From an optimization exercise on the open Yosys and OpenROAD flow, aimed at small area and a short achievable clock period; shortcuts taken in it are not production practice.
RTL that was checked went through simulation tests only; none was proved equivalent to the original.
The RTL of runs 6 to 10 was laid out without a check of its function.
Power is estimated from default activity; no workload was simulated.

File: design.v
module image_buffer #(
    parameter IMAGE_WIDTH = 128
)(
    input  wire        clk,
    input  wire        reset,
    input  wire [7:0]  pixel_in,
    input  wire        pixel_valid,
    output wire [23:0] column,
    output wire        column_valid,   
    output wire        column_window   
);
    localparam N = 2 * IMAGE_WIDTH;
    reg  [7:0]     pix_r;
    reg            pix_v;
    reg  [8*N-1:0] chain;    
    reg  [6:0]     x_count;
    reg  [1:0]     y_count;  
    always @(posedge clk)
        pix_r <= pixel_in;
    always @(posedge clk or posedge reset) begin
        if (reset)
            pix_v <= 1'b0;
        else
            pix_v <= pixel_valid;
    end
    always @(posedge clk) begin
        if (pix_v)
            chain <= {chain[8*N-9:0], pix_r};
    end
    always @(posedge clk or posedge reset) begin
        if (reset) begin
            x_count <= 7'd0;
            y_count <= 2'd0;
        end else if (pix_v) begin
            x_count <= x_count + 7'd1;
            if (x_count == 7'd127 && !y_count[1])
                y_count <= y_count + 2'd1;
        end
    end
    assign column        = {pix_r, chain[8*(IMAGE_WIDTH-1) +: 8], chain[8*(N-1) +: 8]};
    assign column_valid  = pix_v;
    assign column_window = pix_v && y_count[1] && (x_count[6:1] != 6'd0);
endmodule
module sobel_core (
    input  wire        clk,
    input  wire        reset,
    input  wire [23:0] column,         
    input  wire        column_valid,
    input  wire        column_window,
    output reg  [7:0]  edge_magnitude,
    output reg         magnitude_valid
);
    wire [7:0] c = column[23:16];
    wire [7:0] b = column[15:8];
    wire [7:0] a = column[7:0];
    reg        [9:0] u1;
    reg signed [8:0] d1;
    reg              v1, w1;
    always @(posedge clk) begin
        u1 <= {2'b00, a} + {1'b0, b, 1'b0} + {2'b00, c};
        d1 <= $signed({1'b0, c}) - $signed({1'b0, a});
    end
    reg        [9:0]  uh0, uh1;
    reg signed [8:0]  dh0, dh1;
    reg signed [10:0] gx2, gy2;
    reg               w2;
    always @(posedge clk) begin
        if (v1) begin
            uh0 <= u1;  uh1 <= uh0;
            dh0 <= d1;  dh1 <= dh0;
        end
        gx2 <= $signed({1'b0, u1}) - $signed({1'b0, uh1});
        gy2 <= d1 + (dh0 <<< 1) + dh1;
    end
    wire        sx = gx2[10];
    wire        sy = gy2[10];
    wire [9:0]  ox = gx2[9:0] ^ {10{sx}};
    wire [9:0]  oy = gy2[9:0] ^ {10{sy}};
    wire [10:0] sum = {1'b0, ox} + {1'b0, oy} + {10'd0, sx} + {10'd0, sy};
    reg  [7:0]  s3;
    reg         big3;
    reg         w3;
    always @(posedge clk) begin
        s3   <= sum[7:0];
        big3 <= sum[10:8] != 3'd0;
    end
    always @(posedge clk)
        edge_magnitude <= s3 | {8{big3}};
    always @(posedge clk or posedge reset) begin
        if (reset) begin
            v1 <= 1'b0; w1 <= 1'b0; w2 <= 1'b0; w3 <= 1'b0;
        end else begin
            v1 <= column_valid;
            w1 <= column_window;
            w2 <= w1;
            w3 <= w2;
        end
    end
    always @(posedge clk)
        magnitude_valid <= w3;
endmodule
module edge_detection_top #(
    parameter IMAGE_WIDTH = 128
)(
    input  wire        clk,
    input  wire        reset,
    input  wire [7:0]  image_data,
    input  wire        data_valid,
    output wire [7:0]  edge_output,
    output wire        edge_valid
);
    wire [23:0] column;
    wire        column_valid, column_window;
    image_buffer #(
        .IMAGE_WIDTH(IMAGE_WIDTH)
    ) image_buffer_inst (
        .clk(clk),
        .reset(reset),
        .pixel_in(image_data),
        .pixel_valid(data_valid),
        .column(column),
        .column_valid(column_valid),
        .column_window(column_window)
    );
    sobel_core sobel_core_inst (
        .clk(clk),
        .reset(reset),
        .column(column),
        .column_valid(column_valid),
        .column_window(column_window),
        .edge_magnitude(edge_output),
        .magnitude_valid(edge_valid)
    );
endmodule
File: run.sh
#!/bin/bash
# synth_recipe.tcl (not shown) runs the flow's synth.tcl, then flattens the netlist and writes it again
# the make line also repeats each setting of config.mk as NAME=value (left out here)
make -C /OpenROAD-flow-scripts/flow DESIGN_CONFIG=/design/flow/config.mk WORK_HOME=/design/flow/orfs CLKGATE_MAP_FILE= SYNTH_SCRIPT=/design/flow/synth_recipe.tcl finish
File: config.mk
export PLATFORM = sky130hd
export DESIGN_NAME = edge_detection_top
export DESIGN_NICKNAME = edge_detection_top
export VERILOG_FILES = /design/flow/design.v
export SDC_FILE = /design/flow/constraint.sdc
export NUM_CORES = 4
export LEC_CHECK = 0
export CAP_MARGIN = 35
export CORE_MARGIN = 2
export CORE_UTILIZATION = 65
export CTS_CLUSTER_DIAMETER = 100
export CTS_CLUSTER_SIZE = 30
export SETUP_SLACK_MARGIN = 5
export SLEW_MARGIN = 30
File: constraint.sdc
create_clock -name core_clock -period 7.5 [get_ports {clk}]
set_input_delay 1.5000 -clock core_clock [delete_from_list [all_inputs] [get_ports {clk}]]
set_output_delay 1.5000 -clock core_clock [all_outputs]
set_load 0.01 [all_outputs]
==> results of run 1 <==
[placed cells by master, fill, tap and decap left out, drive strengths merged, types with 4 or more instances in the layout]
master,synthesis,routed
inv,42,43
or2,11,11
a21o,9,9
o21ai,14,14
clkbuf,3,134
xor2,30,30
a211oi,4,4
nor2b,9,9
edfxtp,2084,2084
nor2,22,22
nand2,13,13
xnor2,26,26
o21a,5,5
buf,0,53
a21oi,19,19
nor3,5,5
clkdlybuf4s50,0,10
ha,57,57
fa,21,21
dfxtp,65,65
dfrtp,14,14
[metrics by stage]
step	utilization, %	power, mW	setup WS, ns	cell area (um^2)
2_1_floorplan	-	16.4	-8.46	66900
3_3_place_gp	67.8	16.6	4.55	69100
3_5_place_dp	67.8	16.7	4.43	69100
4_1_cts	70.5	22.3	4.82	71800
5_1_grt	70.9	23.5	4.81	72200
6_report	70.9	22.5	4.88	72200
[routing by layer]
layer / share of wire [%] / vias to the layer above
met3: 2.8 / 113
met1: 54 / 11400
met2: 41 / 229
met5: 0 / -
li1: - / 10100
met4: 2.2 / 0
[cell families (layout without fill, tap and decap cells)]
logic type      after synthesis  in the layout
mux                           3              3
fa+ha+maj                    78             78
buf+inv                      45            244
simple gates                 74             74
xor+xnor                     56             56
compound gates               74             74
flops                      2163           2163
[cell usage after synthesis (2+ instances only)]
cell type  count
mux2i_1        2
a21oi_1       18
nand3_1        2
dfrtp_1       14
dfxtp_1       65
clkbuf_1       3
a21boi_0       2
ha_1          57
nor2b_1        9
nand2b_1       2
nand4_1        3
o311a_1        2
o31ai_1        2
o31a_1         2
xnor2_1       26
a21o_1         8
a211oi_1       4
a2bb2oi_1      2
edfxtp_1    2084
fa_1          21
o21a_1         5
a211o_1        2
or2_2         11
inv_1         42
a31oi_1        2
nand2_1       13
nor2_1        22
o21ai_0       14
nor3_1         5
xor2_1        30
[state kept, by name (all words and copies together), names as in the netlist, 9 cells and up]
| name | flops |
|---|---|
| sobel_core_inst.uh0 | 9 |
| sobel_core_inst.gy2 | 11 |
| sobel_core_inst.u1 | 10 |
| image_buffer_inst.chain | 2048 |
| sobel_core_inst.dh0 | 9 |
| sobel_core_inst.gx2 | 10 |
| sobel_core_inst.uh1 | 10 |
[worst max path at each step]
stage                                 startpoint                       endpoint  slack (ns)  cells past startpoint
3_5_place_dp             image_buffer_inst.pix_v  image_buffer_inst.chain[1447]        4.43                      2
2_1_floorplan            image_buffer_inst.pix_v   image_buffer_inst.y_count[0]       -8.46                      5
3_3_place_gp             image_buffer_inst.pix_v  image_buffer_inst.chain[1431]        4.55                      2
5_1_grt        sobel_core_inst.edge_magnitude[4]                 edge_output[4]        4.81                      1
4_1_cts        sobel_core_inst.edge_magnitude[5]                 edge_output[5]        4.82                      1
6_report       sobel_core_inst.edge_magnitude[4]                 edge_output[4]        4.88                      1
[final cells by class]
cell class	count	area, um^2
flip-flops and latches	2163	64300
clock buffers	131	2340
inverters	42	158
clock inverters	2	38.8
repair buffers	69	931
well taps	1368	1710
multi-input cells	285	2770
fillers	5903	29700
[timing repair]
action	in CTS	in global routing
pin swaps	8	25
endpoints found under the setup margin	1324	635
cloned	3	3
setup buffers	8	16
resized for setup	75	39
[power groups by stage]
| stage | sequential [mW] | combinational, mW | clock (mW) |
|---|---|---|---|
| after detailed placement | 14.7 | 1.97 | 0 |
| after floorplan | 15.0 | 1.37 | 0 |
| after global placement | 14.7 | 1.86 | 0 |
| after global routing | 14.5 | 2.97 | 5.99 |
| after CTS | 14.5 | 2.25 | 5.60 |
| final | 14.5 | 2.73 | 5.34 |
==> flow_summary.ini, run 1 <==
[clocking]
cts_tree = yes
path_clk_slew_ns = 0.10
clock_latency_ns = 0.67
numCtsBuffers = 82
cts_hold_buffers = 0
cts_max_path_buffers = 3
htreeDepth = 3
clock-sinks = 2163
root_buffer = clkbuf_16

[routing]
drcViolationCount = 0
wl_um = 75900
routedWlPerCell_um = 18.7
drt_iter0_drc = 2052
firstDrtPassIters = 5
detail-route-antenna-nets = 0
vias_per_cell = 5.38
dr_total_vias = 21800

[floorplan]
io_pins = 20
rows = 117
die_y_um = 325
coreArea_um2 = 102000
dieArea_um2 = 106000
die_width_um = 325
initial_core_util_pct = 65.7

[synth]
synth_compound_area_share_pct = 0.748
ys_warn_count = 2
synthesis.nets = 2582
synth_cell_type_count = 49
synth_fa_ha_area_share_pct = 1.69
synth-seq-cells = 2163
netlist.area_leader.share_pct = 93.5
synth.largest_area_cell = edfxtp_1
synthArstFlopShare_pct = 0.647
yosysSeqAreaShare_pct = 96.0
synthMuxAreaShare_pct = 0.0467
synthXorXnorAreaFrac_pct = 0.733
synth_cells = 2493
syn-cell-area_um2 = 66900
synth_top_family_by_area = adder cells
synth_flop_cell = edfxtp_1
synthSimpleGateAreaFrac_pct = 0.565
synthTopCellsByArea = edfxtp_1 93%, dfxtp_1 1.9%, ha_1 1.1%, fa_1 0.63%, dfrtp_1 0.52%
syn_area_per_cell_um2 = 26.8
synth_edf_count = 2084

[placement]
numPortBuffers = 19
place_inst = 3897
place_hpwl_um = 35900
routabilityCongestion = 0.757

[grt]
grt_usage_pct = 14.2
grtUsageMet3_pct = 2.35
met2_usage_pct = 18.3
met1_usage_pct = 25.6
grt_max_degree = 183
grt_pass1_wl_um = 118000
grt_pass1_vias = 20900
antenna_found_initial = 3
busiest_layer = met1
globalRouteOverflowTotal = 0

[sta]
finalCriticalPeriod_ns = 2.62
finClkSkew_ns = 0.0294
hold_violations = 0
worst_pin_slew_ns = 0.999
fmax_mhz = 382
relSlewSlack_pct = 33.4
tns_ns = 0
setup_violations = 0
slew_viol_final = 0
rsz0062_at_grt = yes
fin_crit_sh_pct = 34.9
holdWs_ns = 0.357

[finish]
finalNonFillerCells = 4060
syn_to_final_growth_pct = 7.88
antennaDiodeCount = 0
fin_nets = 2732
layout-drive-gt1-share_pct = 7.65

[pwr]
comb_power_share_pct = 12.1
switchingPower_mw = 4.86
power_density_nw_per_um2 = 312
pwr-share-seq_pct = 64.2
vdd_drop_max_mv = 0.256
leakage_nw = 24.1
p_int_mw = 17.7
power_frac_clock_pct = 23.7
switching_share_pct = 21.6

[worst_setup_path]
rrSetupSlack_ns = 4.99
cp.arrival_ns = 1.12
worstSetupPathType = reg -> out
slowest_delay_ns = 0.34
critPathRequiredTime_ns = 6.00
path_max_fanout = 1
r2r_cells = 10
r2r_end = sobel_core_inst.big3
cp_cell_sequence = buf_6
critical-path-top-delay-family = flip-flops
crit_buf_inv = 1
crit_slowest_cell = dfxtp_2
r2r-start = sobel_core_inst.gx2[10]
worst_setup_path_start_kind = flip-flop
cp-end-kind = output port

[hold_path]
worstHoldStart = sobel_core_inst.w1
min_to = sobel_core_inst.w2
min_path_cells = 0
hp-class = reg -> reg

[flow_run]
max_cap_viol_count = 0

[outcome]
outcome = finished clean
==> run 2: changes to the inputs <==
--- a/config.mk
+++ b/config.mk
@@ -8,5 +8,5 @@
 export CAP_MARGIN = 35
 export CORE_MARGIN = 2
-export CORE_UTILIZATION = 65
+export CORE_UTILIZATION = 80
 export CTS_CLUSTER_DIAMETER = 100
 export CTS_CLUSTER_SIZE = 30
==> run 2 against run 1 <==
Compared with the run above: the run now fails in detailed placement; synthesized cell count stayed put; synthesized area stayed put.
==> flow_summary.ini, run 2 <==
[placement]
place_hpwl_um = 47900
numPortBuffers = 19
routabilityCongestion = 0.758

[floorplan]
io_pins = 20
die_width_um = 293
die_y_um = 293
initial_core_util_pct = 80.4
rows = 106

[synth]
synth_most_common_cell = edfxtp_1
synth_edf_count = 2084
netlist.area_leader.share_pct = 93.5
synthArstFlopShare_pct = 0.647
synth_commonest_cells = 2084 x edfxtp_1, 65 x dfxtp_1, 57 x ha_1
synthesis.nets = 2582
syn-cell-area_um2 = 66900
ys_warn_count = 2
synth_cell_type_count = 49
syn_area_per_cell_um2 = 26.8
yosysSeqAreaShare_pct = 96.0
synth_cells = 2493
synth_flop_cell = edfxtp_1
synth-seq-cells = 2163
synthTopCellsByArea = edfxtp_1 93%, dfxtp_1 1.9%, ha_1 1.1%, fa_1 0.63%, dfrtp_1 0.52%
synth.largest_area_cell = edfxtp_1

[outcome]
stop_stage = detailed placement
error_line = [ERROR DPL-0033] detailed placement checks failed during check placement.
outcome = did not finish
-- run 2: cell counts after synthesis --
No cell type changed its count.
-- run 2: cell families after synthesis --
logic type	share of synthesized area, %
buffers and inverters	0.252
muxes	0.0467
adders and majority gates	1.69
xor gates and xnor gates	0.733
and+or+nand+nor	0.565
AOI/OAI and AO/OA	0.748
DFF	96.0
-- run 2: how the worst max path moves through the flow --
stage,start,to,slack (ns)
after floorplan,image_buffer_inst.pix_v,image_buffer_inst.y_count[0],-8.46
after global placement,image_buffer_inst.pix_v,image_buffer_inst.chain[536],4.56
-- run 2: power by group through the flow --
stage | clock network, mW | logic (mW) | registers, mW
floorplan | 0 | 1.37 | 15.0
global placement | 0 | 1.83 | 14.7
-- run 2: per-stage QoR --
stage             total power, mW  instances  worst slack [ns]  hold WS [ns]  area (um^2)
floorplan                    16.4       2493             -8.46         0.324        66900
global placement             16.5       3611              4.56         0.338        68700
==> run 3: changes to the inputs <==
--- a/config.mk
+++ b/config.mk
@@ -8,5 +8,5 @@
 export CAP_MARGIN = 35
 export CORE_MARGIN = 2
-export CORE_UTILIZATION = 80
+export CORE_UTILIZATION = 72
 export CTS_CLUSTER_DIAMETER = 100
 export CTS_CLUSTER_SIZE = 30
==> run 3 against run 2 <==
Compared with the run above: synthesized area unchanged; synthesized cell count unchanged; the run now finishes clean.
==> flow_summary.ini, run 3 <==
[routing]
routed.top_layer = met4
wl_met3_um = 2800
vias_per_cell = 5.51
drt-met1-wl_um = 39000
routedWlPerCell_um = 19.0
wl_um = 74700
drt_iter0_drc = 2336
detail-route-antenna-nets = 0
firstDrtPassIters = 5
drcViolationCount = 0
dr_total_vias = 21600
dr_wl_met2_um = 31400

[clocking]
clock-sinks = 2163
numCtsBuffers = 82
root_buffer = clkbuf_16
path_clk_slew_ns = 0.10
clock_latency_ns = 0.67
cts_hold_buffers = 0
htreeDepth = 3
cts_tree = yes
cts_max_path_buffers = 3

[placement]
place_hpwl_um = 35600
numPortBuffers = 19
routabilityCongestion = 0.775
dp_slack_ns = 4.41
post_dp_cell_area_um2 = 69000

[pwr]
power_density_nw_per_um2 = 307
vdd_drop_max_mv = 0.279
power_mw = 22.1
leakage_nw = 24.0

[synth]
synthesis.nets = 2582
netlist.area_leader.share_pct = 93.5
ys_warn_count = 2
synth-seq-cells = 2163
syn-cell-area_um2 = 66900
synthTopCellsByArea = edfxtp_1 93%, dfxtp_1 1.9%, ha_1 1.1%, fa_1 0.63%, dfrtp_1 0.52%
synth.largest_area_cell = edfxtp_1
synth_cells = 2493
syn_area_per_cell_um2 = 26.8
yosysSeqAreaShare_pct = 96.0
synth_commonest_cells = 2084 x edfxtp_1, 65 x dfxtp_1, 57 x ha_1
synth_cell_type_count = 49
synth_most_common_cell = edfxtp_1
synth_edf_count = 2084
synth_flop_cell = edfxtp_1
synthArstFlopShare_pct = 0.647

[grt]
grt_pass1_wl_um = 114000
globalRouteOverflowTotal = 0
grt_pass1_vias = 20300
antenna_found_initial = 4
grt_max_degree = 202
grt_usage_pct = 15.6

[worst_setup_path]
r2r_end = sobel_core_inst.big3
crit_buf_inv = 1
cp_cell_sequence = buf_2
cp.arrival_ns = 1.11
critPathRequiredTime_ns = 6.00
cp-end-kind = output port
r2r_cells = 9
slowest_delay_ns = 0.32
critical-path-top-delay-family = flip-flops
path_max_fanout = 1
rrSetupSlack_ns = 4.95
crit_slowest_cell = dfxtp_1
worst_setup_path_start_kind = flip-flop
r2r-start = sobel_core_inst.gy2[10]
worstSetupPathType = reg -> out

[finish]
largest_reg_flops = 2048
top_regs = image_buffer_inst.chain: 2048 flops, sobel_core_inst.gy2: 11 flops
syn_to_final_growth_pct = 7.21
postLayoutCellArea_um2 = 71800
final_cell_mix = 2084 x edfxtp_1, 90 x clkbuf_16, 58 x dfxtp_1
layout-drive-gt1-share_pct = 6.48
fin_nets = 2714
final_common_cell = edfxtp_1
largest_register = image_buffer_inst.chain
antennaDiodeCount = 0

[floorplan]
coreArea_um2 = 91900
initial_core_util_pct = 72.8
io_pins = 20
die_width_um = 309
rows = 111
die_y_um = 309
dieArea_um2 = 95400

[sta]
setup_violations = 0
tns_ns = 0
rsz0062_at_grt = yes
relSlewSlack_pct = 38.0
fmax_mhz = 383
layout_setup_ws_ns = 4.89
finalCriticalPeriod_ns = 2.61
fin_crit_sh_pct = 34.8
hold_violations = 0
finClkSkew_ns = 0.0245
slew_viol_final = 0
worst_pin_slew_ns = 0.930

[hold_path]
min_to = sobel_core_inst.magnitude_valid
worstHoldStart = sobel_core_inst.w3
hp-class = reg -> reg
min_path_cells = 0

[flow_run]
max_cap_viol_count = 0

[outcome]
outcome = finished clean
-- run 3: cell counts after synthesis --
No cell type changed its count.
-- run 3: layout make-up --
| class | count | area, um^2 |
|---|---|---|
| inverter | 42 | 158 |
| clock buffer | 139 | 2330 |
| clock inverter | 4 | 53.8 |
| timing repair buffer | 51 | 761 |
| sequential | 2163 | 64200 |
| fill | 4634 | 20200 |
| tap | 1243 | 1560 |
| multi-input combinational | 285 | 2660 |
-- run 3: cells by family after synthesis --
group	after synthesis	synth area share, %
AO/OA/AOI/OAI	74	0.748
XOR/XNOR	56	0.733
adder cells (fa/ha/maj)	78	1.69
buffers and inverters	45	0.252
flip-flops	2163	96.0
multiplexers	3	0.0467
AND/OR/NAND/NOR	74	0.565
-- run 3: worst max path at each step --
stage	cells after the start	slack (ns)	from	end
after floorplan	5	-8.46	image_buffer_inst.pix_v	image_buffer_inst.y_count[0]
after CTS	1	4.84	sobel_core_inst.edge_magnitude[4]	edge_output[4]
after global placement	2	4.59	image_buffer_inst.pix_v	image_buffer_inst.chain[1856]
after global routing	1	4.82	sobel_core_inst.edge_magnitude[2]	edge_output[2]
after detailed placement	2	4.41	image_buffer_inst.pix_v	image_buffer_inst.chain[488]
final	1	4.89	sobel_core_inst.edge_magnitude[2]	edge_output[2]
-- run 3: what timing repair did --
action | 4_1_cts | 5_1_grt
gates resized for setup | 59 | 20
hold endpoints to repair | 0 | 0
pin swaps | 3 | 3
setup buffers | 5 | 2
gates cloned | 0 | 5
setup endpoints to repair | 1144 | 852
-- run 3: per-stage QoR --
| stage | cells | utilization (%) | hold WS, ns |
|---|---|---|---|
| after floorplan | 2493 | - | 0.324 |
| after global placement | 3769 | 75.0 | 0.330 |
| after detailed placement | 3770 | 75.0 | 0.334 |
| after CTS | 3918 | 77.7 | 0.356 |
| after global routing | 3927 | 78.1 | 0.373 |
| final | 3927 | 78.1 | 0.354 |
-- run 3: routing by layer --
layer | GRT usage, % | vias to the layer above
li1 | - | 10100
met5 | 0 | -
met1 | 27.7 | 11200
met3 | 2.76 | 98
met4 | 3.95 | 0
met2 | 20.6 | 312
-- run 3: where the power goes --
part | leakage (nW) | internal, mW | total, mW | switching, mW
clock | 1.14 | 2.17 | 5.31 | 3.14
sequential | 21.1 | 14.2 | 14.4 | 0.298
combinational | 1.72 | 1.05 | 2.31 | 1.26
total | 24.0 | 17.4 | 22.1 | 4.70
==> run 4: changes to the inputs <==
--- a/config.mk
+++ b/config.mk
@@ -9,6 +9,6 @@
 export CORE_MARGIN = 2
 export CORE_UTILIZATION = 72
-export CTS_CLUSTER_DIAMETER = 100
-export CTS_CLUSTER_SIZE = 30
+export CTS_CLUSTER_DIAMETER = 70
+export CTS_CLUSTER_SIZE = 36
 export SETUP_SLACK_MARGIN = 5
 export SLEW_MARGIN = 30
==> run 4 against run 3 <==
Compared with the run above: maximum frequency is 0.61% lower; critical path depth stayed put; count of clock-buffer cells in the layout is 36 lower; sequential power hardly changed; combinational power is 12% higher; cell count stayed put; die area stayed put; critical path type unchanged; first-iteration DRC count is 0.21% higher; routed wire length is 1.8% higher; power is 2.4% higher; clock skew is 0.0054 ns higher.
==> flow_summary.ini, run 4 <==
[routing]
wl_um = 76100
firstDrtPassIters = 5
routedWlPerCell_um = 19.4
dr_total_vias = 21700
drcViolationCount = 0
vias_per_cell = 5.52
detail-route-antenna-nets = 0
drt_iter0_drc = 2341

[hold_path]
hp-class = reg -> reg
worstHoldStart = sobel_core_inst.w3
min_to = sobel_core_inst.magnitude_valid
min_path_cells = 0

[sta]
tns_ns = 0
slew_viol_final = 0
relSlewSlack_pct = 30.1
fin_crit_sh_pct = 35.0
finClkSkew_ns = 0.0298
hold_violations = 0
worst_pin_slew_ns = 1.05
fmax_mhz = 381
rsz0062_at_grt = yes
setup_violations = 0
finalCriticalPeriod_ns = 2.63

[clocking]
clock_latency_ns = 0.68
path_clk_slew_ns = 0.11
cts_hold_buffers = 0
htreeDepth = 3
cts_max_path_buffers = 3
clock-sinks = 2163
cts_tree = yes
root_buffer = clkbuf_16
numCtsBuffers = 78

[floorplan]
die_width_um = 309
dieArea_um2 = 95400
initial_core_util_pct = 72.8
die_y_um = 309
io_pins = 20
coreArea_um2 = 91900
rows = 111

[worst_setup_path]
crit_buf_inv = 1
r2r-start = sobel_core_inst.gy2[10]
cp_cell_sequence = buf_2
path_max_fanout = 1
critical-path-top-delay-family = flip-flops
worst_setup_path_start_kind = flip-flop
cp.arrival_ns = 1.13
crit_slowest_cell = dfxtp_2
cp-end-kind = output port
rrSetupSlack_ns = 4.97
critPathRequiredTime_ns = 6.00
r2r_cells = 11
worstSetupPathType = reg -> out
r2r_end = sobel_core_inst.s3[7]
slowest_delay_ns = 0.33

[grt]
busiest_layer = met1
grt_usage_pct = 15.8
met1_usage_pct = 27.4
globalRouteOverflowTotal = 0
grtUsageMet3_pct = 2.62
antenna_found_initial = 3
met2_usage_pct = 21.4
grt_max_degree = 202
grt_pass1_vias = 20400
grt_pass1_wl_um = 115000

[pwr]
leakage_nw = 24.1
switchingPower_mw = 5.03
power_frac_clock_pct = 24.6
p_int_mw = 17.6
comb_power_share_pct = 11.4
power_density_nw_per_um2 = 313
switching_share_pct = 22.2
power_mw = 22.6
vdd_drop_max_mv = 0.312
pwr-share-seq_pct = 64.0

[finish]
largest_register = image_buffer_inst.chain
postLayoutCellArea_um2 = 72100
syn_to_final_growth_pct = 7.69
top_regs = image_buffer_inst.chain: 2048 flops, sobel_core_inst.gy2: 11 flops
fin_nets = 2715
seq_area_um2 = 64200
fillerInstances = 4566
largest_reg_flops = 2048
final_cell_mix = 2084 x edfxtp_1, 87 x clkbuf_16, 58 x dfxtp_1
multi_input_area_um2 = 2750
layout-drive-gt1-share_pct = 8.09
final_common_cell = edfxtp_1

[synth]
syn-cell-area_um2 = 66900
synth.largest_area_cell = edfxtp_1
netlist.area_leader.share_pct = 93.5
synth_flop_cell = edfxtp_1
synth_cell_type_count = 49
yosysSeqAreaShare_pct = 96.0
synthTopCellsByArea = edfxtp_1 93%, dfxtp_1 1.9%, ha_1 1.1%, fa_1 0.63%, dfrtp_1 0.52%
synthesis.nets = 2582
synth_most_common_cell = edfxtp_1
synth_commonest_cells = 2084 x edfxtp_1, 65 x dfxtp_1, 57 x ha_1
synth_cells = 2493
synth_edf_count = 2084
syn_area_per_cell_um2 = 26.8
synthArstFlopShare_pct = 0.647
synth-seq-cells = 2163
ys_warn_count = 2

[placement]
routabilityCongestion = 0.775
place_hpwl_um = 35600
numPortBuffers = 19
post_dp_cell_area_um2 = 69000

[outcome]
outcome = finished clean

[flow_run]
max_cap_viol_count = 0
==> run 4: how the worst max path moves through the flow <==
stage / from / end / slack [ns] / cells past startpoint
after floorplan: image_buffer_inst.pix_v / image_buffer_inst.y_count[0] / -8.46 / 5
after global placement: image_buffer_inst.pix_v / image_buffer_inst.chain[1856] / 4.59 / 2
after detailed placement: image_buffer_inst.pix_v / image_buffer_inst.chain[488] / 4.41 / 2
after CTS: sobel_core_inst.edge_magnitude[4] / edge_output[4] / 4.81 / 1
after global routing: sobel_core_inst.edge_magnitude[2] / edge_output[2] / 4.80 / 1
final: sobel_core_inst.edge_magnitude[4] / edge_output[4] / 4.87 / 1
==> run 4: area by class of cell <==
type                       instances  area share [%]
timing repair buffer              56            1.07
clock inverter                    34           0.604
tap                             1243            2.16
antenna                            1         0.00347
sequential                      2163            89.1
multi-input combinational        285            3.82
clock buffer                     103            3.00
inverter                          42           0.219
==> run 4: metal layers <==
metal | up-vias | wire, um
met4 | 0 | 1680
met1 | 11100 | 38900
met3 | 101 | 2790
li1 | 10100 | -
met2 | 323 | 32700
met5 | - | 0
==> run 4: repair_timing <==
action / 4_1_cts / 5_1_grt
resized for setup: 61 / 34
setup buffers: 6 / 7
gates cloned: 0 / 5
endpoints found under the setup margin: 1144 / 920
pin swaps: 1 / 19
hold endpoints to repair: 0 / 0
==> run 4: power by group through the flow <==
| stage | Sequential, mW | Clock [mW] | Combinational [mW] |
|---|---|---|---|
| after detailed placement | 14.7 | 0 | 1.95 |
| after global placement | 14.7 | 0 | 1.83 |
| final | 14.5 | 5.55 | 2.58 |
| after global routing | 14.5 | 6.11 | 2.81 |
| after CTS | 14.5 | 5.78 | 2.20 |
| after floorplan | 15.0 | 0 | 1.37 |
==> run 4: cells by family (layout without fill, tap and decap cells) <==
logic type      Yosys count  count (layout)  synth area share, %
mux                       3               3               0.0467
flops                  2163            2163                 96.0
fa+ha+maj                78              78                 1.69
buf+inv                  45             235                0.252
compound gates           74              74                0.748
simple gates             74              74                0.565
other cells               0               1                    0
xor+xnor                 56              56                0.733
==> run 4: worst reg2reg max path: stages (launching register included) <==
cell and delay (ns):
dfxtp_4 0.39, buf_4 0.16, buf_4 0.16, mux2i_4 0.20
buf_6 0.14, ha_4 0.20, a211oi_4 0.24, nor2_2 0.10
o31a_1 0.33, o21a_1 0.20, nor2_1 0.18, xnor2_1 0.16
==> run 4: per-stage QoR <==
stage / instances / utilization [%] / hold slack [ns] / worst slack [ns]
6_report: 3927 / 78.4 / 0.362 / 4.87
5_1_grt: 3926 / 78.4 / 0.373 / 4.80
3_5_place_dp: 3770 / 75.0 / 0.334 / 4.41
4_1_cts: 3913 / 78.0 / 0.361 / 4.81
2_1_floorplan: 2493 / - / 0.324 / -8.46
3_3_place_gp: 3769 / 75.0 / 0.330 / 4.59
==> run 5: changes to the inputs <==
--- a/config.mk
+++ b/config.mk
@@ -8,5 +8,5 @@
 export CAP_MARGIN = 35
 export CORE_MARGIN = 2
-export CORE_UTILIZATION = 72
+export CORE_UTILIZATION = 80
 export CTS_CLUSTER_DIAMETER = 70
 export CTS_CLUSTER_SIZE = 36
==> run 5 against run 4 <==
Compared with the run above: the flow now stops in detailed placement; synthesized area stayed put; synthesized cell count stayed put.
==> flow_summary.ini, run 5 <==
[synth]
ys_warn_count = 2
syn_area_per_cell_um2 = 26.8
synth_cell_type_count = 49
synth_flop_cell = edfxtp_1
synthTopCellsByArea = edfxtp_1 93%, dfxtp_1 1.9%, ha_1 1.1%, fa_1 0.63%, dfrtp_1 0.52%
synthArstFlopShare_pct = 0.647
synth_most_common_cell = edfxtp_1
synth_cells = 2493
synth.largest_area_cell = edfxtp_1
netlist.area_leader.share_pct = 93.5
synth_edf_count = 2084
synth-seq-cells = 2163
synthesis.nets = 2582
synth_commonest_cells = 2084 x edfxtp_1, 65 x dfxtp_1, 57 x ha_1
yosysSeqAreaShare_pct = 96.0
syn-cell-area_um2 = 66900

[floorplan]
initial_core_util_pct = 80.4
rows = 106
die_y_um = 293
io_pins = 20
die_width_um = 293

[outcome]
error_line = [ERROR DPL-0033] detailed placement checks failed during check placement.
stop_stage = detailed placement
outcome = did not finish

[placement]
place_hpwl_um = 47900
routabilityCongestion = 0.758
numPortBuffers = 19
==> run 5: cell counts after synthesis <==
Identical to the previous run, type by type.
==> run 5: metrics by stage <==
stage,hold slack [ns],setup WS (ns),cell area (um^2)
global placement,0.338,4.56,68700
floorplan,0.324,-8.46,66900
==> run 5: worst max-delay path by stage <==
stage	start	cells past startpoint	slack [ns]	to
after floorplan	image_buffer_inst.pix_v	5	-8.46	image_buffer_inst.y_count[0]
after global placement	image_buffer_inst.pix_v	2	4.56	image_buffer_inst.chain[536]
==> run 5: kinds of logic after synthesis <==
group / after synthesis / synth area share, %
AO/OA/AOI/OAI: 74 / 0.748
flip-flops: 2163 / 96.0
buffers and inverters: 45 / 0.252
XOR/XNOR: 56 / 0.733
AND/OR/NAND/NOR: 74 / 0.565
multiplexers: 3 / 0.0467
adder cells (fa/ha/maj): 78 / 1.69
==> run 5: power by group through the flow <==
stage	logic [mW]	clock network, mW	registers (mW)
2_1_floorplan	1.37	0	15.0
3_3_place_gp	1.83	0	14.7
==> run 6: changes to the inputs <==
--- a/design.v
+++ b/design.v
@@ -73,21 +73,16 @@
         gy2 <= d1 + (dh0 <<< 1) + dh1;
     end
-    wire        sx = gx2[10];
-    wire        sy = gy2[10];
-    wire [9:0]  ox = gx2[9:0] ^ {10{sx}};
-    wire [9:0]  oy = gy2[9:0] ^ {10{sy}};
-    wire [10:0] sum = {1'b0, ox} + {1'b0, oy} + {10'd0, sx} + {10'd0, sy};
-    reg  [7:0]  s3;
-    reg         big3;
+    wire [10:0] ax = gx2[10] ? -gx2 : gx2;
+    wire [10:0] ay = gy2[10] ? -gy2 : gy2;
+    reg  [11:0] s3;
     reg         w3;
-    always @(posedge clk) begin
-        s3   <= sum[7:0];
-        big3 <= sum[10:8] != 3'd0;
-    end
     always @(posedge clk)
-        edge_magnitude <= s3 | {8{big3}};
+        s3 <= {1'b0, ax} + {1'b0, ay};
+    always @(posedge clk)
+        edge_magnitude <= (s3[11:8] != 4'd0) ? 8'hff : s3[7:0];
     always @(posedge clk or posedge reset) begin
         if (reset) begin
             v1 <= 1'b0; w1 <= 1'b0; w2 <= 1'b0; w3 <= 1'b0;
+            magnitude_valid <= 1'b0;
         end else begin
             v1 <= column_valid;
@@ -95,8 +90,7 @@
             w2 <= w1;
             w3 <= w2;
+            magnitude_valid <= w3;
         end
     end
-    always @(posedge clk)
-        magnitude_valid <= w3;
 endmodule
 module edge_detection_top #(
--- a/config.mk
+++ b/config.mk
@@ -8,7 +8,4 @@
 export CAP_MARGIN = 35
 export CORE_MARGIN = 2
-export CORE_UTILIZATION = 80
-export CTS_CLUSTER_DIAMETER = 70
-export CTS_CLUSTER_SIZE = 36
-export SETUP_SLACK_MARGIN = 5
+export CORE_UTILIZATION = 40
 export SLEW_MARGIN = 30
==> run 6 against run 5 <==
Compared with the run above: now clean on timing, DRC and antenna; synthesized cell count grew 1.2%; synthesized area grew 0.23%.
==> flow_summary.ini, run 6 <==
[worst_setup_path]
slowest_delay_ns = 0.53
cp_cell_sequence = clkdlybuf4s50_1
worstSetupPathType = reg -> out
crit_slowest_cell = clkdlybuf4s50_1
critPathRequiredTime_ns = 6.00
path_max_fanout = 1
startpoint = sobel_core_inst.edge_magnitude[1]
critical-path-top-delay-family = buffers and inverters
crit_buf_inv = 1
cp-end-kind = output port
r2r-start = image_buffer_inst.pix_v
worst_setup_path_start_kind = flip-flop
cp.arrival_ns = 1.64

[synth]
synthesis.nets = 2604
syn-cell-area_um2 = 67100
synth_commonest_cells = 2084 x edfxtp_1, 66 x dfxtp_1, 50 x ha_1
syn_area_per_cell_um2 = 26.6
synth_cells = 2522
ys_warn_count = 2
synthTopCellsByArea = edfxtp_1 93%, dfxtp_1 2.0%, ha_1 0.93%, fa_1 0.63%, xnor2_1 0.63%
synth_edf_count = 2084
synth_most_common_cell = edfxtp_1
yosysSeqAreaShare_pct = 95.8
synth_cell_type_count = 49
netlist.area_leader.share_pct = 93.3
synth.largest_area_cell = edfxtp_1
synth_flop_cell = edfxtp_1
synthArstFlopShare_pct = 0.693
synth-seq-cells = 2165

[finish]
largest_register = image_buffer_inst.chain
largest_reg_flops = 2048
postLayoutCellArea_um2 = 77100
fillerInstances = 13200
syn_to_final_growth_pct = 14.9
fin_nets = 2847
final_common_cell = edfxtp_1
final_core_util_pct = 46.2
layout-drive-gt1-share_pct = 11.4
final_cell_mix = 2084 x edfxtp_1, 201 x clkbuf_16, 66 x dfxtp_1
top_regs = image_buffer_inst.chain: 2048 flops, sobel_core_inst.gy2: 11 flops, sobel_core_inst.s3: 11 flops

[floorplan]
die_width_um = 414
die_y_um = 414
initial_core_util_pct = 40.2
rows = 150
dieArea_um2 = 171000
coreArea_um2 = 167000
io_pins = 20

[sta]
fmax_mhz = 319
rsz0062_at_grt = no
holdWs_ns = 0.348
fin_crit_sh_pct = 41.8
tns_ns = 0
hold_violations = 0
worst_pin_slew_ns = 0.992
finalCriticalPeriod_ns = 3.14
layout_setup_ws_ns = 4.36
slew_viol_final = 0
finClkSkew_ns = 0.0377
relSlewSlack_pct = 33.9
setup_violations = 0

[grt]
grt_pass1_vias = 22700
grt_usage_pct = 9.52
grt_max_degree = 199
globalRouteOverflowTotal = 0
antenna_found_initial = 3
grt_pass1_wl_um = 129000

[clocking]
numCtsBuffers = 201
cts_setup_buffers = 0
cts_max_path_buffers = 3
cts_tree = yes
htreeDepth = 4
path_clk_slew_ns = 0.06
ctsResizeCount = 0
root_buffer = clkbuf_16
cts_hold_buffers = 0
clock_latency_ns = 0.81
clock-sinks = 2165

[routing]
firstDrtPassIters = 5
drt_iter0_drc = 2332
vias_per_cell = 4.48
dr_total_vias = 23000
routedWlPerCell_um = 16.0
detail-route-antenna-nets = 0
drcViolationCount = 0
wl_um = 82200

[pwr]
power_density_nw_per_um2 = 343
vdd_drop_max_mv = 0.285
leakage_nw = 26.0

[flow_run]
max_cap_viol_count = 0

[outcome]
outcome = finished clean

[placement]
place_hpwl_um = 37500
post_dp_cell_area_um2 = 70300
routabilityCongestion = 0.795
numPortBuffers = 19
dp_slack_ns = 4.69

[hold_path]
hp-class = reg -> reg
worstHoldStart = sobel_core_inst.w3
run 6: area by class of cell:
class	instances	area, um^2	share of cell area [%]
inverters	44	165	0.214
repair buffers	42	520	0.675
multi-input cells	311	2640	3.43
clock inverters	130	1460	1.90
well taps	2204	2760	3.58
flip-flops and latches	2165	64300	83.4
diodes	1	2.50	0.00325
clock buffers	247	5250	6.81
run 6: power by group:
part / total, mW / switching (mW) / internal [mW]
logic: 1.80 / 1.08 / 0.727
registers: 14.5 / 0.350 / 14.2
clock network: 10.1 / 4.29 / 5.82
total: 26.5 / 5.72 / 20.7
run 6: cell families after synthesis:
logic type      count (synthesis)  share of synthesized area [%]
mux                             1                         0.0168
simple gates                   89                          0.696
buf+inv                        46                          0.257
fa+ha+maj                      71                           1.56
compound gates                 93                          0.921
xor+xnor                       57                          0.744
flops                        2165                           95.8
run 6: worst paths after layout:
check | end | slack, ns | cells after the start
worst min-delay path | sobel_core_inst.magnitude_valid | 0.35 | 0
max in group asynchronous | image_buffer_inst.pix_v | 5.96 | 2
min in group asynchronous | sobel_core_inst.w1 | 1.06 | 2
worst max register to register | image_buffer_inst.chain[1028] | 4.56 | 3
worst max-delay path | edge_output[1] | 4.36 | 1
worst min register to register | sobel_core_inst.magnitude_valid | 0.35 | 0
run 6: routing by layer:
| layer | track usage [%] | up-vias | wire length [um] |
|---|---|---|---|
| met5 | 0 | - | 0 |
| met4 | 3.78 | 0 | 2400 |
| met3 | 2.58 | 218 | 3720 |
| met2 | 12.0 | 429 | 33200 |
| met1 | 15.3 | 11800 | 42900 |
| li1 | - | 10600 | - |
run 6: stage by stage:
| step | power, mW | cells |
|---|---|---|
| after CTS | 26.8 | 5141 |
| after detailed placement | 16.6 | 4764 |
| after global routing | 27.6 | 5143 |
| after floorplan | 16.2 | 2522 |
| final | 26.5 | 5144 |
| after global placement | 16.4 | 4763 |
==> run 7: changes to the inputs <==
--- a/config.mk
+++ b/config.mk
@@ -9,3 +9,4 @@
 export CORE_MARGIN = 2
 export CORE_UTILIZATION = 40
+export SETUP_SLACK_MARGIN = 5
 export SLEW_MARGIN = 30
==> run 7 against run 6 <==
Compared with the run above: critical path depth unchanged; maximum frequency up 13%; synthesized area unchanged; via count up 0.93%; core utilization up 0.37 points; worst setup slack better by 0.36 ns.
==> flow_summary.ini, run 7 <==
[clocking]
root_buffer = clkbuf_16
clock_latency_ns = 0.81
cts_tree = yes
clock-sinks = 2165
htreeDepth = 4
cts_max_path_buffers = 3
path_clk_slew_ns = 0.05
numCtsBuffers = 201

[grt]
grt_usage_pct = 9.62
antenna_found_initial = 3
globalRouteOverflowTotal = 0
grt_pass1_wl_um = 130000
grt_pass1_vias = 22900
grt_max_degree = 180

[worst_setup_path]
crit_slowest_cell = dfrtp_1
cp.arrival_ns = 1.28
path_max_fanout = 1
slowest_delay_ns = 0.35
worstSetupPathType = reg -> out
critical-path-top-delay-family = flip-flops
cp_cell_sequence = buf_2
worst_setup_path_start_kind = flip-flop
crit_buf_inv = 1
cp-end-kind = output port
critPathRequiredTime_ns = 6.00

[sta]
rsz0062_at_grt = yes
hold_violations = 0
relSlewSlack_pct = 33.6
slew_viol_final = 0
finalCriticalPeriod_ns = 2.78
fin_crit_sh_pct = 37.0
setup_violations = 0
worst_pin_slew_ns = 0.996
fmax_mhz = 360
tns_ns = 0
finClkSkew_ns = 0.0374

[finish]
antennaDiodeCount = 0
seq_area_um2 = 64300
fillerInstances = 13200
fin_nets = 2873
final_common_cell = edfxtp_1
syn_to_final_growth_pct = 15.8
largest_reg_flops = 2048
layout-drive-gt1-share_pct = 14.3
multi_input_area_um2 = 2880
final_cell_mix = 2084 x edfxtp_1, 206 x clkbuf_16, 55 x dfxtp_1
top_regs = image_buffer_inst.chain: 2048 flops, sobel_core_inst.gy2: 11 flops, sobel_core_inst.s3: 11 flops
largest_register = image_buffer_inst.chain

[outcome]
outcome = finished clean

[synth]
synthesis.nets = 2604
synth_cells = 2522
synth_flop_cell = edfxtp_1
synth.largest_area_cell = edfxtp_1
synth-seq-cells = 2165
netlist.area_leader.share_pct = 93.3
synth_fa_ha_area_share_pct = 1.56
synth_most_common_cell = edfxtp_1
yosysSeqAreaShare_pct = 95.8
synth_top_family_by_area = adder cells
synthXorXnorAreaFrac_pct = 0.744
synth_commonest_cells = 2084 x edfxtp_1, 66 x dfxtp_1, 50 x ha_1
synthTopCellsByArea = edfxtp_1 93%, dfxtp_1 2.0%, ha_1 0.93%, fa_1 0.63%, xnor2_1 0.63%
syn-cell-area_um2 = 67100
synthSimpleGateAreaFrac_pct = 0.696
synthArstFlopShare_pct = 0.693
syn_area_per_cell_um2 = 26.6
ys_warn_count = 2
synthMuxAreaShare_pct = 0.0168
synth_cell_type_count = 49
synth_compound_area_share_pct = 0.921
synth_edf_count = 2084

[placement]
place_hpwl_um = 37500
routabilityCongestion = 0.795
numPortBuffers = 19

[routing]
wl_um = 84100
detail-route-antenna-nets = 0
dr_total_vias = 23300
routedWlPerCell_um = 16.3
drcViolationCount = 0
vias_per_cell = 4.50
firstDrtPassIters = 5
drt_iter0_drc = 2364

[pwr]
switchingPower_mw = 5.92
pwr-share-seq_pct = 54.1
p_int_mw = 21.0
power_density_nw_per_um2 = 346
leakage_nw = 26.3
switching_share_pct = 22.0
comb_power_share_pct = 8.3
vdd_drop_max_mv = 0.286
power_mw = 26.9
power_frac_clock_pct = 37.6

[flow_run]
max_cap_viol_count = 0

[floorplan]
initial_core_util_pct = 40.2
die_width_um = 414
coreArea_um2 = 167000
io_pins = 20
rows = 150
dieArea_um2 = 171000
die_y_um = 414

[hold_path]
hp-class = reg -> reg
-- run 7: changes by cell type in the layout (fill, tap and decap cells not counted), moves of 9 or more --
cell	delta
buf_6	+9
clkdlybuf4s50_1	-9
buf_4	+16
dfxtp_2	+10
dfxtp_1	-11
-- run 7: kinds of logic after synthesis --
kind of cell	after synthesis
AOI/OAI and AO/OA	93
xor gates and xnor gates	57
adders and majority gates	71
buffers and inverters	46
DFF	2165
muxes	1
and+or+nand+nor	89
-- run 7: path summary, 6_finish.rpt --
check	start	cells after the start	slack, ns	to
max	sobel_core_inst.magnitude_valid	1	4.72	edge_valid
min reg2reg	sobel_core_inst.w3	0	0.35	sobel_core_inst.magnitude_valid
max reg2reg	sobel_core_inst.gy2[0]	12	4.77	sobel_core_inst.s3[9]
max in group asynchronous	reset	2	5.97	image_buffer_inst.pix_v
min in group asynchronous	reset	2	1.06	sobel_core_inst.w1
min	sobel_core_inst.w3	0	0.35	sobel_core_inst.magnitude_valid
-- run 7: power by group through the flow --
stage | clock network (mW) | registers [mW] | logic [mW]
finish | 10.1 | 14.6 | 2.23
global placement | 0 | 14.8 | 1.67
detailed placement | 0 | 14.8 | 1.77
floorplan | 0 | 15.0 | 1.15
CTS | 10.5 | 14.6 | 1.93
global route | 10.9 | 14.7 | 2.41
-- run 7: worst register-to-register path, delay by kind of cell, from the launching register on --
kind	cells	cell delay [ns]
buffers and inverters	2	0.21
DFF	1	0.37
AOI/OAI and AO/OA	2	0.42
and+or+nand+nor	5	1.06
adders and majority gates	1	0.33
xor gates and xnor gates	2	0.23
-- run 7: final cells by class --
cell class,instances,share of cell area [%]
clock buffer,247,6.76
timing repair buffer,68,1.14
sequential,2165,82.7
inverter,44,0.219
clock inverter,130,1.88
multi-input combinational,311,3.70
tap,2204,3.55
-- run 7: repair_timing --
action                                  4_1_cts  5_1_grt
pin swaps                                    21       25
gates cloned                                  1        5
hold buffers                                  0        0
endpoints found under the hold margin         0        0
endpoints found under the setup margin     1171      853
setup buffers                                13        8
gates resized for setup                      69       50
-- run 7: routing by layer --
metal,vias to the layer above,GRT usage (%),wire [um]
met5,-,0,0
li1,10600,-,-
met3,222,2.60,3640
met2,394,12.2,34300
met4,0,3.90,2480
met1,12000,15.4,43700
-- run 7: stage by stage --
step	utilization, %	cell area (um^2)	std cells	hold WS, ns	setup WS (ns)
6_report	46.6	77700	5169	0.348	4.72
5_1_grt	46.6	77700	5169	0.362	4.64
4_1_cts	46.3	77300	5155	0.351	4.63
3_5_place_dp	42.1	70300	4764	0.338	4.69
3_3_place_gp	42.1	70300	4763	0.345	4.76
2_1_floorplan	-	67100	2522	0.331	-8.33
==> run 8: changes to the inputs <==
--- a/config.mk
+++ b/config.mk
@@ -8,5 +8,5 @@
 export CAP_MARGIN = 35
 export CORE_MARGIN = 2
-export CORE_UTILIZATION = 40
+export CORE_UTILIZATION = 65
 export SETUP_SLACK_MARGIN = 5
 export SLEW_MARGIN = 30
==> run 8 against run 7 <==
Compared with the run above: still clean; non-clock buffer count rose by 1; clock skew fell by 0.018 ns; routed wire length fell by 5.4%; critical path depth did not move; worst setup slack improved by 0.035 ns; core utilization rose by 28 points; synthesized cell count did not move; largest power group unchanged.
==> flow_summary.ini, run 8 <==
[finish]
final_core_util_pct = 74.7
largest_register = image_buffer_inst.chain
postLayoutCellArea_um2 = 76200
layout-drive-gt1-share_pct = 13.6
top_regs = image_buffer_inst.chain: 2048 flops, sobel_core_inst.gy2: 11 flops, sobel_core_inst.s3: 11 flops
syn_to_final_growth_pct = 13.6
fillerInstances = 5486
final_cell_mix = 2084 x edfxtp_1, 200 x clkbuf_16, 54 x dfxtp_1
final_common_cell = edfxtp_1
seq_area_um2 = 64300
antennaDiodeCount = 0
multi_input_area_um2 = 2890
fin_nets = 2866
largest_reg_flops = 2048

[pwr]
switchingPower_mw = 5.66
pwr-share-seq_pct = 54.9
comb_power_share_pct = 8.6
vdd_drop_max_mv = 0.238
p_int_mw = 20.8
power_frac_clock_pct = 36.5
power_density_nw_per_um2 = 347
leakage_nw = 26.1
switching_share_pct = 21.4

[synth]
synth_cell_type_count = 49
synthTopCellsByArea = edfxtp_1 93%, dfxtp_1 2.0%, ha_1 0.93%, fa_1 0.63%, xnor2_1 0.63%
synth_most_common_cell = edfxtp_1
netlist.area_leader.share_pct = 93.3
synth_flop_cell = edfxtp_1
synth_edf_count = 2084
ys_warn_count = 2
synthArstFlopShare_pct = 0.693
synthesis.nets = 2604
synth.largest_area_cell = edfxtp_1
synth-seq-cells = 2165
synth_commonest_cells = 2084 x edfxtp_1, 66 x dfxtp_1, 50 x ha_1
yosysSeqAreaShare_pct = 95.8
syn-cell-area_um2 = 67100
syn_area_per_cell_um2 = 26.6
synth_cells = 2522

[sta]
tns_ns = 0
fmax_mhz = 365
layout_setup_ws_ns = 4.76
setup_violations = 0
fin_crit_sh_pct = 36.5
rsz0062_at_grt = yes
slew_viol_final = 0
relSlewSlack_pct = 40.5
finClkSkew_ns = 0.0192
hold_violations = 0
finalCriticalPeriod_ns = 2.74
worst_pin_slew_ns = 0.892

[routing]
firstDrtPassIters = 5
wl_um = 79600
detail-route-antenna-nets = 0
drt_iter0_drc = 2171
vias_per_cell = 5.29
routedWlPerCell_um = 18.4
drcViolationCount = 0
dr_total_vias = 22900

[clocking]
root_buffer = clkbuf_16
htreeDepth = 4
clock_latency_ns = 0.77
clock-sinks = 2165
numCtsBuffers = 193
cts_hold_buffers = 0
path_clk_slew_ns = 0.06
cts_max_path_buffers = 3
cts_tree = yes

[worst_setup_path]
critPathRequiredTime_ns = 6.00
crit_buf_inv = 1
rrSetupSlack_ns = 4.78
worstSetupPathType = reg -> out
worst_setup_path_start_kind = flip-flop
cp.arrival_ns = 1.24
path_max_fanout = 1
cp-end-kind = output port
crit_slowest_cell = dfrtp_1
cp_cell_sequence = buf_2
slowest_delay_ns = 0.35
critical-path-top-delay-family = flip-flops

[placement]
routabilityCongestion = 0.788
numPortBuffers = 19
place_hpwl_um = 36000
dp_slack_ns = 4.48
post_dp_cell_area_um2 = 69300

[grt]
grtUsageMet3_pct = 3.45
met1_usage_pct = 26.4
busiest_layer = met1
grt_usage_pct = 15.1
met2_usage_pct = 18.4
grt_max_degree = 215
grt_pass1_wl_um = 124000
globalRouteOverflowTotal = 0
grt_pass1_vias = 22400
antenna_found_initial = 4

[hold_path]
hp-class = reg -> reg

[floorplan]
io_pins = 20
initial_core_util_pct = 65.8
dieArea_um2 = 106000
coreArea_um2 = 102000
die_width_um = 325
die_y_um = 325
rows = 117

[flow_run]
max_cap_viol_count = 0

[outcome]
outcome = finished clean
-- run 8: worst paths after layout --
| kind | startpoint | to | depth (start not counted) |
|---|---|---|---|
| max in group asynchronous | reset | image_buffer_inst.pix_v | 2 |
| min in group asynchronous | reset | image_buffer_inst.x_count[1] | 2 |
| hold / removal | sobel_core_inst.w1 | sobel_core_inst.w2 | 0 |
| setup reg to reg | sobel_core_inst.gy2[0] | sobel_core_inst.s3[9] | 12 |
| setup / recovery | sobel_core_inst.magnitude_valid | edge_valid | 1 |
| hold reg to reg | sobel_core_inst.w1 | sobel_core_inst.w2 | 0 |
-- run 8: repair_timing --
action                      CTS  global route
buffers inserted             16             8
pin swaps                    18            28
setup endpoints to repair  1188           835
cloned                        0             2
resized for setup            68            50
-- run 8: metal layers --
layer / wire (um) / share of wire (%)
met4: 1970 / 2.5
met2: 32000 / 40
met1: 42200 / 53
met3: 3460 / 4.3
met5: 0 / 0
-- run 8: power by group through the flow --
stage | logic [mW] | clock network (mW) | registers (mW)
after CTS | 1.95 | 9.99 | 14.5
after global routing | 2.47 | 10.5 | 14.6
after detailed placement | 1.73 | 0 | 14.8
final | 2.28 | 9.66 | 14.6
after global placement | 1.64 | 0 | 14.8
after floorplan | 1.15 | 0 | 15.0
-- run 8: cells by family (layout without fill, tap and decap cells) --
family	after synthesis	count (layout)	share of synthesized area [%]
compound gates	93	93	0.921
xor+xnor	57	57	0.744
fa+ha+maj	71	71	1.56
buf+inv	46	480	0.257
flops	2165	2165	95.8
mux	1	1	0.0168
simple gates	89	89	0.696
-- run 8: layout make-up --
type | count | share of cell area (%)
tap | 1368 | 2.24
timing repair buffer | 69 | 1.08
clock buffer | 246 | 6.81
clock inverter | 121 | 1.53
multi-input combinational | 311 | 3.79
inverter | 44 | 0.220
sequential | 2165 | 84.3
-- run 8: metrics by stage --
step                hold slack (ns)  power, mW  std cells
floorplan                     0.331       16.2       2522
global placement              0.339       16.4       3929
detailed placement            0.336       16.5       3929
CTS                           0.350       26.5       4312
global route                  0.356       27.6       4324
finish                        0.349       26.5       4324
==> run 9: changes to the inputs <==
--- a/design.v
+++ b/design.v
@@ -73,15 +73,25 @@
         gy2 <= d1 + (dh0 <<< 1) + dh1;
     end
-    wire [10:0] ax = gx2[10] ? -gx2 : gx2;
-    wire [10:0] ay = gy2[10] ? -gy2 : gy2;
-    reg  [11:0] s3;
+    wire [10:0] gx_neg = -gx2;
+    wire [10:0] gy_neg = -gy2;
+    reg  [9:0]  ax3, ay3;
     reg         w3;
+    always @(posedge clk) begin
+        ax3 <= gx2[10] ? gx_neg[9:0] : gx2[9:0];
+        ay3 <= gy2[10] ? gy_neg[9:0] : gy2[9:0];
+    end
+    wire [10:0] sum = {1'b0, ax3} + {1'b0, ay3};
+    reg  [7:0]  s4;
+    reg         big4;
+    reg         w4;
+    always @(posedge clk) begin
+        s4   <= sum[7:0];
+        big4 <= sum[10:8] != 3'd0;
+    end
     always @(posedge clk)
-        s3 <= {1'b0, ax} + {1'b0, ay};
-    always @(posedge clk)
-        edge_magnitude <= (s3[11:8] != 4'd0) ? 8'hff : s3[7:0];
+        edge_magnitude <= s4 | {8{big4}};
     always @(posedge clk or posedge reset) begin
         if (reset) begin
-            v1 <= 1'b0; w1 <= 1'b0; w2 <= 1'b0; w3 <= 1'b0;
+            v1 <= 1'b0; w1 <= 1'b0; w2 <= 1'b0; w3 <= 1'b0; w4 <= 1'b0;
             magnitude_valid <= 1'b0;
         end else begin
@@ -90,5 +100,6 @@
             w2 <= w1;
             w3 <= w2;
-            magnitude_valid <= w3;
+            w4 <= w3;
+            magnitude_valid <= w4;
         end
     end
==> run 9 against run 8 <==
Compared with the run above: still clean on timing, DRC and antenna; power fell by 3.6%; sequential power barely moved; non-clock buffer count fell by 17; hold slack improved by 0.012 ns; critical path depth did not move; combinational power fell by 43%; synthesized area rose by 0.41%; worst setup slack got worse by 0.018 ns; critical path type unchanged; critical endpoint unchanged.
==> flow_summary.ini, run 9 <==
[outcome]
outcome = finished clean

[clocking]
clock-sinks = 2182
cts_max_path_buffers = 3
cts_tree = yes
root_buffer = clkbuf_16
path_clk_slew_ns = 0.06
htreeDepth = 4
numCtsBuffers = 197
clock_latency_ns = 0.77
cts_hold_buffers = 0

[synth]
synth.largest_area_cell = edfxtp_1
synth_flop_cell = edfxtp_1
synthesis.nets = 2611
ys_warn_count = 2
netlist.area_leader.share_pct = 92.9
synth_cell_type_count = 49
synth-seq-cells = 2182
yosysSeqAreaShare_pct = 95.9
synthTopCellsByArea = edfxtp_1 93%, dfxtp_1 2.4%, ha_1 0.91%, fa_1 0.62%, dfrtp_1 0.59%
syn-cell-area_um2 = 67400
syn_area_per_cell_um2 = 26.6
synth_cells = 2530
synth_commonest_cells = 2084 x edfxtp_1, 82 x dfxtp_1, 49 x ha_1
synth_most_common_cell = edfxtp_1
synthArstFlopShare_pct = 0.733
synth_edf_count = 2084

[sta]
setup_violations = 0
layout_setup_ws_ns = 4.74
tns_ns = 0
hold_violations = 0
rsz0062_at_grt = yes
slew_viol_final = 0
fmax_mhz = 362
worst_pin_slew_ns = 0.702
finalCriticalPeriod_ns = 2.76
fin_crit_sh_pct = 36.8
relSlewSlack_pct = 53.2
holdWs_ns = 0.360
finClkSkew_ns = 0.0173

[floorplan]
die_y_um = 326
io_pins = 20
rows = 118
die_width_um = 326
initial_core_util_pct = 65.3
dieArea_um2 = 106000
coreArea_um2 = 103000

[routing]
wl_um = 81000
drt-met1-wl_um = 42100
routedWlPerCell_um = 18.8
routed.top_layer = met4
firstDrtPassIters = 5
dr_wl_met2_um = 33500
drt_iter0_drc = 2133
dr_total_vias = 22800
vias_per_cell = 5.29
drcViolationCount = 0
wl_met3_um = 3580
detail-route-antenna-nets = 0

[worst_setup_path]
slowest_delay_ns = 0.36
path_max_fanout = 1
critPathRequiredTime_ns = 6.00
crit_buf_inv = 1
critical-path-top-delay-family = flip-flops
cp_cell_sequence = buf_2
worstSetupPathType = reg -> out
cp.arrival_ns = 1.26
worst_setup_path_start_kind = flip-flop
cp.depth = 1
rrSetupSlack_ns = 5.11
r2r_cells = 9
crit_slowest_cell = dfrtp_1
cp-end-kind = output port

[finish]
final_common_cell = edfxtp_1
syn_to_final_growth_pct = 12.9
fin_nets = 2859
layout-drive-gt1-share_pct = 11.7
top_regs = image_buffer_inst.chain: 2048 flops, sobel_core_inst.gy2: 11 flops
postLayoutCellArea_um2 = 76000
final_cell_mix = 2084 x edfxtp_1, 204 x clkbuf_16, 79 x dfxtp_1
largest_register = image_buffer_inst.chain
final_core_util_pct = 73.7
finalNonFillerCells = 4316
largest_reg_flops = 2048

[pwr]
leakage_nw = 26.0
power_mw = 25.5
power_density_nw_per_um2 = 336
vdd_drop_max_mv = 0.253

[grt]
antenna_found_initial = 4
grt_usage_pct = 15.4
grt_max_degree = 212
grt_pass1_wl_um = 126000
grt_pass1_vias = 22300
globalRouteOverflowTotal = 0

[placement]
dp_slack_ns = 4.53
numPortBuffers = 19
routabilityCongestion = 0.764
post_dp_cell_area_um2 = 69600
place_inst = 3950
place_hpwl_um = 36900

[flow_run]
max_cap_viol_count = 0

[hold_path]
hp-class = reg -> reg
min_path_cells = 0
[run 9: cell count changes after synthesis, moves of 7 or more]
cell | before | now
dfxtp_1 | 66 | 82
a21oi_1 | 22 | 10
nand3_1 | 1 | 12
nand2b_1 | 12 | 3
a21o_1 | 13 | 5
nor2_1 | 20 | 29
nor3_1 | 5 | 12
[run 9: kinds of logic after synthesis]
kind of cell	count (synthesis)	share of synthesized area [%]
adder cells (fa/ha/maj)	70	1.53
AND/OR/NAND/NOR	110	0.810
XOR/XNOR	55	0.715
flip-flops	2182	95.9
AO/OA/AOI/OAI	69	0.743
multiplexers	2	0.0334
buffers and inverters	42	0.234
[run 9: timing repair]
| action | 4_1_cts | 5_1_grt |
|---|---|---|
| buffers inserted | 2 | 2 |
| cloned | 3 | 1 |
| gates resized for setup | 49 | 10 |
| endpoints found under the setup margin | 1210 | 386 |
| pin swaps | 1 | 2 |
[run 9: where the power goes]
group	total [mW]	internal, mW	switching, mW
clock	9.56	5.53	4.03
combinational	1.30	0.514	0.787
sequential	14.7	14.3	0.352
[run 9: worst register-to-register path, delay by kind of cell (launching register included)]
family	cells	cell delay (ns)
buffers and inverters	1	0.07
xor gates and xnor gates	1	0.12
adders and majority gates	3	1.16
AOI/OAI and AO/OA	2	0.21
DFF	1	0.40
and+or+nand+nor	2	0.31
[run 9: path summary, 6_finish.rpt]
kind                                                      start                      endpoint
worst max-delay path            sobel_core_inst.magnitude_valid                    edge_valid
worst min-delay path                         sobel_core_inst.w2            sobel_core_inst.w3
worst max register to register           sobel_core_inst.dh1[1]        sobel_core_inst.gy2[9]
worst min register to register               sobel_core_inst.w2            sobel_core_inst.w3
max in group asynchronous                                 reset       image_buffer_inst.pix_v
min in group asynchronous                                 reset  image_buffer_inst.x_count[3]
[run 9: per-layer routing]
metal  track usage [%]  vias up
met5                 0        -
li1                  -    10600
met3              3.70      131
met1              26.4    11800
met2              19.5      375
met4              5.63        0
[run 9: area by class of cell]
cell class	count	area (um^2)
multi-input combinational	306	2610
tap	1380	1730
fill	5586	27200
inverter	39	146
clock inverter	107	937
antenna	1	2.50
sequential	2182	64600
clock buffer	249	5300
timing repair buffer	52	693
==> run 10: changes to the inputs <==
--- a/config.mk
+++ b/config.mk
@@ -9,4 +9,6 @@
 export CORE_MARGIN = 2
 export CORE_UTILIZATION = 65
+export CTS_CLUSTER_DIAMETER = 100
+export CTS_CLUSTER_SIZE = 30
 export SETUP_SLACK_MARGIN = 5
 export SLEW_MARGIN = 30
==> run 10 against run 9 <==
Compared with the run above: final area down 5.2%; highest routed layer unchanged; core utilization fell by 3.9 points; clock power fell by 45%; still clean on timing, DRC and antenna; cell count shrank 5.6%.
==> flow_summary.ini, run 10 <==
[worst_setup_path]
cp-endpoint = edge_valid
path_max_fanout = 1
cp_cell_sequence = buf_2
cp-end-kind = output port
r2r-start = sobel_core_inst.dh1[1]
rrSetupSlack_ns = 5.12
worst_setup_path_start_kind = flip-flop
critPathRequiredTime_ns = 6.00
cp.arrival_ns = 1.19
slowest_delay_ns = 0.38
worstSetupPathType = reg -> out
critical-path-top-delay-family = flip-flops
r2r_end = sobel_core_inst.gy2[9]
cp.depth = 1
startpoint = sobel_core_inst.magnitude_valid
crit_buf_inv = 1
crit_slowest_cell = dfrtp_1
r2r_cells = 9

[synth]
synthesis.nets = 2611
synth.largest_area_cell = edfxtp_1
synthTopCellsByArea = edfxtp_1 93%, dfxtp_1 2.4%, ha_1 0.91%, fa_1 0.62%, dfrtp_1 0.59%
synth_cells = 2530
synth_edf_count = 2084
synth_flop_cell = edfxtp_1
synthArstFlopShare_pct = 0.733
ys_warn_count = 2
synth_commonest_cells = 2084 x edfxtp_1, 82 x dfxtp_1, 49 x ha_1
yosysSeqAreaShare_pct = 95.9
netlist.area_leader.share_pct = 92.9
syn-cell-area_um2 = 67400
syn_area_per_cell_um2 = 26.6
synth-seq-cells = 2182
synth_cell_type_count = 49
synth_most_common_cell = edfxtp_1

[placement]
routabilityCongestion = 0.764
place_hpwl_um = 36900
dp_slack_ns = 4.53
numPortBuffers = 19

[finish]
top_regs = image_buffer_inst.chain: 2048 flops, sobel_core_inst.gy2: 11 flops
final_common_cell = edfxtp_1
largest_reg_flops = 2048
final_cell_mix = 2084 x edfxtp_1, 85 x clkbuf_16, 80 x dfxtp_1
antennaDiodeCount = 0
syn_to_final_growth_pct = 6.98
fin_nets = 2745
layout-drive-gt1-share_pct = 5.71
largest_register = image_buffer_inst.chain

[routing]
routed.top_layer = met4
detail-route-antenna-nets = 0
dr_wl_met2_um = 31600
vias_per_cell = 5.39
firstDrtPassIters = 5
drt-met1-wl_um = 41000
drt_iter0_drc = 2240
wl_um = 76800
dr_total_vias = 22000
routedWlPerCell_um = 18.8
wl_met3_um = 2850
drcViolationCount = 0

[clocking]
numCtsBuffers = 82
clock-sinks = 2182
clock_latency_ns = 0.68
cts_max_path_buffers = 3
htreeDepth = 3
cts_hold_buffers = 0
path_clk_slew_ns = 0.11
root_buffer = clkbuf_16
cts_tree = yes

[floorplan]
initial_core_util_pct = 65.3
rows = 118
io_pins = 20
die_width_um = 326
die_y_um = 326
dieArea_um2 = 106000
coreArea_um2 = 103000

[grt]
grt_pass1_wl_um = 119000
globalRouteOverflowTotal = 0
grt_usage_pct = 14.4
grt_max_degree = 212
antenna_found_initial = 4
grt_pass1_vias = 20900

[sta]
tns_ns = 0
worst_pin_slew_ns = 0.807
layout_setup_ws_ns = 4.81
fmax_mhz = 372
setup_violations = 0
slew_viol_final = 0
fin_crit_sh_pct = 35.9
hold_violations = 0
finClkSkew_ns = 0.0266
rsz0062_at_grt = yes
finalCriticalPeriod_ns = 2.69
relSlewSlack_pct = 46.2

[pwr]
vdd_drop_max_mv = 0.229
leakage_nw = 24.0
power_frac_clock_pct = 24.8
comb_power_share_pct = 6.1
power_density_nw_per_um2 = 294
pwr-share-seq_pct = 69.0
switchingPower_mw = 4.29
switching_share_pct = 20.2
p_int_mw = 16.9

[flow_run]
max_cap_viol_count = 0

[hold_path]
hp-class = reg -> reg

[outcome]
outcome = finished clean
-- run 10: logic make-up (layout without fill, tap and decap cells) --
group	after synthesis	count (layout)	synth area share [%]
buffers and inverters	42	207	0.234
AND/OR/NAND/NOR	110	110	0.810
flip-flops	2182	2182	95.9
adder cells (fa/ha/maj)	70	70	1.53
AO/OA/AOI/OAI	69	69	0.743
XOR/XNOR	55	55	0.715
multiplexers	2	2	0.0334
-- run 10: final cells by class --
type / instances / area [um^2]
repair buffers: 53 / 702
clock inverters: 3 / 26.3
fillers: 5996 / 31100
multi-input cells: 306 / 2610
clock buffers: 112 / 2230
inverters: 39 / 146
flip-flops and latches: 2182 / 64600
well taps: 1380 / 1730
-- run 10: worst min path at each step --
stage | startpoint | to | slack (ns) | cells past startpoint
3_3_place_gp | sobel_core_inst.w4 | sobel_core_inst.magnitude_valid | 0.34 | 0
5_1_grt | sobel_core_inst.w1 | sobel_core_inst.w2 | 0.38 | 0
2_1_floorplan | sobel_core_inst.w4 | sobel_core_inst.magnitude_valid | 0.33 | 0
4_1_cts | sobel_core_inst.w3 | sobel_core_inst.w4 | 0.37 | 0
6_report | sobel_core_inst.w3 | sobel_core_inst.w4 | 0.36 | 0
3_5_place_dp | sobel_core_inst.w2 | sobel_core_inst.w3 | 0.34 | 0
-- run 10: repair_timing --
| action | CTS | global route |
|---|---|---|
| endpoints found under the hold margin | 0 | 0 |
| resized for setup | 50 | 3 |
| gates cloned | 3 | 0 |
| pin swaps | 1 | 2 |
| endpoints found under the setup margin | 1210 | 13 |
| setup buffers | 3 | 2 |
-- run 10: power groups by stage --
stage               combinational, mW  sequential [mW]  clock, mW
global route                     1.45             14.7       5.92
detailed placement               1.27             14.9          0
floorplan                       0.783             15.2          0
global placement                 1.23             14.9          0
CTS                              1.29             14.7       5.52
finish                           1.30             14.6       5.26
-- run 10: layer usage --
layer / up-vias / GRT usage (%)
met4: 0 / 4.08
met1: 11400 / 25.6
li1: 10200 / -
met3: 86 / 2.39
met2: 255 / 18.7
met5: - / 0
-- run 10: through the flow --
stage	utilization, %	instance area [um^2]	cells	hold WS [ns]	power, mW
2_1_floorplan	-	67400	2530	0.331	16.0
3_3_place_gp	67.4	69600	3950	0.339	16.1
3_5_place_dp	67.4	69600	3950	0.339	16.2
4_1_cts	69.7	72000	4071	0.373	21.5
5_1_grt	69.8	72100	4075	0.376	22.1
6_report	69.8	72100	4075	0.364	21.2

==> afterwards: timing with drivers on the ports <==
The flow's constraints put no driver on any port. The routed layouts listed below were extracted and timed again, unchanged, in two steps. Step 1: set_driving_cell puts a clkbuf_16 on clk and a buf_2 on each other input, an assumption about the parent block. Step 2 times the ports against the registers' clock, not the clock port: input delays grow and output delays shrink by t, the midpoint of the rising clock arrivals with the driver on. Three values: ideal, step 1, step 2; two values: the first two.
run | shift t [ns] | setup slack, ns
run 1 | 0.728 | 4.884 / 4.818 / 4.990
run 3 | 0.725 | 4.890 / 4.825 / 4.946
run 4 | 0.740 | 4.874 / 4.809 / 4.974
run 6 | 0.869 | 4.361 / 4.287 / 4.559
run 7 | 0.869 | 4.724 / 4.651 / 4.772
run 8 | 0.831 | 4.759 / 4.693 / 4.777
run 9 | 0.825 | 4.741 / 4.677 / 5.115
run 10 | 0.728 | 4.809 / 4.744 / 5.116
After both steps setup and hold are still met in every run listed.
